What follows belongs to an exercise in optimizing a design on an open flow for small area; a production flow would make more cautious choices. The RTL was checked by simulation tests, not by an equivalence proof against the original design. Power and IR drop assume default switching activity.

==> inputs of garnet <==
Design bmp280_spi_uart_v2005, start of the top module:
module bmp280_spi_uart_v2005
#(
  parameter CLK_HZ = 50000,
  parameter BAUD   = 5000,
  parameter SCK_HZ = 12500
)(
  input  wire clk,
  input  wire rst_n,
  output wire spi_csn,
  output wire spi_sck,
  output wire spi_mosi,
  input  wire spi_miso,
  output wire uart_tx
);
export LEC_CHECK = 0
export ABC_AREA = 1
export CAP_MARGIN = 20
export CORE_MARGIN = 2
export CORE_UTILIZATION = 55
export GPL_TIMING_DRIVEN = 0
export PLACE_DENSITY = 0.7
export SLEW_MARGIN = 20
export SYNTH_MEMORY_MAX_BITS = 16384
create_clock -name core_clock -period 1000.0 [get_ports {clk}]
standard.sh (not shown) runs the stock make flow with config.mk's settings and CLKGATE_MAP_FILE= SYNTH_SCRIPT=/design/flow/synth_recipe.tcl, a recipe that flattens the netlist after the stock synthesis.
==> flow/flow/run.sh <==
#!/bin/bash
# Own layout flow:
#  1. the standard synthesis (standard.sh synth), unchanged;
#  2. its combinational logic re-mapped for area with a stronger ABC script
#     (resynth.ys, opt.abc: ABC's &deepsyn, tried with four random seeds in
#     parallel, the smallest result kept); every register instance is kept as
#     it is, same name and cell;
#  3. the standard layout from that netlist, with clock tree synthesis
#     using clkbuf_4 clusters and no dummy loads.
# Each tool's output goes to a log file of its own in this folder.
set -euo pipefail
W=$PWD
R=$W/orfs/results/$FLOW_PLATFORM/bmp280_spi_uart_v2005/base
L=$W/orfs/logs/$FLOW_PLATFORM/bmp280_spi_uart_v2005/base
bash standard.sh synth > log_1_standard_synth.txt 2>&1
cp "$R/1_2_yosys.v" "$W/synth_standard.v"
LIB=$FLOW_HOME/platforms/$FLOW_PLATFORM/lib/sky130_fd_sc_hd__tt_025C_1v80.lib
DU=$(grep -o -- '-dont_use [A-Za-z0-9_]*' "$L/1_2_yosys.log" | sort -u | tr '\n' ' ')
YOSYS=$FLOW_HOME/../tools/install/yosys/bin/yosys
[ -x "$YOSYS" ] || YOSYS=yosys
for s in 0 1 2 3; do
  sed -e "s|@SEED@|$s|g" flow/opt.abc > "$W/opt_$s.abc"
  sed -e "s|@LIB@|$LIB|g" -e "s|@DU@|$DU|g" -e "s|@IN@|$W/synth_standard.v|g" \
      -e "s|@OUT@|$W/synth_resynth_$s.v|g" -e "s|@ABC@|$W/opt_$s.abc|g" -e "s|@TOP@|$FLOW_TOP|g" \
      flow/resynth.ys > "$W/resynth_run_$s.ys"
  "$YOSYS" -s "$W/resynth_run_$s.ys" > "log_2_resynth_$s.txt" 2>&1 &
done
wait
best=""; bestarea=""
for s in 0 1 2 3; do
  a=$(grep 'Chip area' "log_2_resynth_$s.txt" | tail -1 | awk '{print $NF}')
  echo "seed $s area $a" >> log_2_resynth_pick.txt
  if [ -n "$a" ] && [ -s "$W/synth_resynth_$s.v" ]; then
    if [ -z "$best" ] || awk "BEGIN{exit !($a < $bestarea)}"; then best=$s; bestarea=$a; fi
  fi
done
echo "picked seed $best area $bestarea" >> log_2_resynth_pick.txt
cp "$W/synth_resynth_$best.v" "$R/1_2_yosys.v"
rm -f "$R/1_synth.odb" "$R/1_synth.sdc"
bash standard.sh "CTS_ARGS=-sink_clustering_enable -repair_clock_nets -dont_use_dummy_load -buf_list sky130_fd_sc_hd__clkbuf_4 -sink_clustering_size 10 -sink_clustering_max_diameter 35" finish > log_3_standard_layout.txt 2>&1
==> flow/flow/opt.abc <==
&get -n
&deepsyn -T 300 -S @SEED@
&put
dch -f
amap
strash
dch -f
amap
topo
Other scripts of this flow, unchanged in this note and not shown: flow/flow/resynth.ys
==> inputs of fjord, as changes to garnet <==
==> flow/flow/run.sh (replaced) <==
#!/bin/bash
# Own layout flow:
#  1. the standard synthesis (standard.sh synth), unchanged;
#  2. its combinational logic re-mapped for area with a stronger ABC script
#     (resynth.ys, opt.abc); every register instance is kept as it is, same
#     name and cell;
#  3. the standard layout from that netlist, with clock tree synthesis
#     using clkbuf_4 clusters and no dummy loads.
# Each tool's output goes to a log file of its own in this folder.
set -euo pipefail
W=$PWD
R=$W/orfs/results/$FLOW_PLATFORM/bmp280_spi_uart_v2005/base
L=$W/orfs/logs/$FLOW_PLATFORM/bmp280_spi_uart_v2005/base
bash standard.sh synth > log_1_standard_synth.txt 2>&1
cp "$R/1_2_yosys.v" "$W/synth_standard.v"
LIB=$FLOW_HOME/platforms/$FLOW_PLATFORM/lib/sky130_fd_sc_hd__tt_025C_1v80.lib
DU=$(grep -o -- '-dont_use [A-Za-z0-9_]*' "$L/1_2_yosys.log" | sort -u | tr '\n' ' ')
YOSYS=$FLOW_HOME/../tools/install/yosys/bin/yosys
[ -x "$YOSYS" ] || YOSYS=yosys
sed -e "s|@LIB@|$LIB|g" -e "s|@DU@|$DU|g" -e "s|@IN@|$W/synth_standard.v|g" \
    -e "s|@OUT@|$W/synth_resynth.v|g" -e "s|@ABC@|$W/flow/opt.abc|g" -e "s|@TOP@|$FLOW_TOP|g" \
    flow/resynth.ys > "$W/resynth_run.ys"
"$YOSYS" -s "$W/resynth_run.ys" > log_2_resynth.txt 2>&1
cp "$W/synth_resynth.v" "$R/1_2_yosys.v"
rm -f "$R/1_synth.odb" "$R/1_synth.sdc"
bash standard.sh "CTS_ARGS=-sink_clustering_enable -repair_clock_nets -dont_use_dummy_load -buf_list sky130_fd_sc_hd__clkbuf_4 -sink_clustering_size 12 -sink_clustering_max_diameter 30" finish > log_3_standard_layout.txt 2>&1
==> flow/flow/opt.abc (replaced) <==
&get -n
&deepsyn -T 60
&put
dch -f
amap
strash
dch -f
amap
topo
==> impl_metrics.csv <==
group,metric,value,unit
sta,period_minus_slack,207.25,ns
setup_path,r2r_cells,30,
routing,wl_met2,16300,um
placement,post-dp-hpwl,26800,um
outcome,status,"no timing/DRC/antenna violations",
final_layout,n_all_buffers,6,
clocking,clk_pin_slew,0.10,ns
pwr,peakVddDrop,0.00000134,V
routing,routed_wl,36000,um
global_routing,use_met3,6.95,%
global_routing,grtUsageMet2,46.4,%
final_layout,clock_area_share,3.17,%
pwr,power.density,1.89,nW/um^2
final_layout,nClkBuffers,59,
setup_path,path_buf_inv,5,
(the above is from garnet)
==> impl_metrics.csv <==
group,metric,value,unit
clocking,clk_pin_slew,0.08,ns
sta,period_minus_slack,208.25,ns
pwr,power.density,1.86,nW/um^2
setup_path,r2r_cells,25,
final_layout,n_all_buffers,7,
pwr,peakVddDrop,0.00000154,V
outcome,status,"no timing/DRC/antenna violations",
final_layout,nClkBuffers,57,
final_layout,clock_area_share,3.03,%
setup_path,path_buf_inv,6,
global_routing,grtUsageMet2,42.1,%
routing,wl_met2,15200,um
(the above is from fjord)

-- what the ideal ports hide --
Ports are ideal in the flow. The routed layouts listed here were re-timed in OpenROAD. Step 1 sets driving cells, clkbuf_16 on the clock port and buf_2 on the other inputs (assumed; they add their load-dependent delay and slew). Step 2 also shifts input and output timing later by t, the mid clock arrival at the registers, as if the neighbouring blocks saw the same clock. Slacks: ideal ports / drivers / drivers and shift; pairs: ideal ports / drivers.
run	t (ns)	setup slack, ns	hold WS [ns]	worst data-port slew with drivers (ns)
garnet	0.719	792.752 / 792.710 / 793.429	0.272 / 0.272 / 0.272	0.03
fjord	0.718	791.750 / 791.706 / 792.424	0.290 / 0.290 / 0.290	0.04
After both steps every run listed still meets setup and hold.
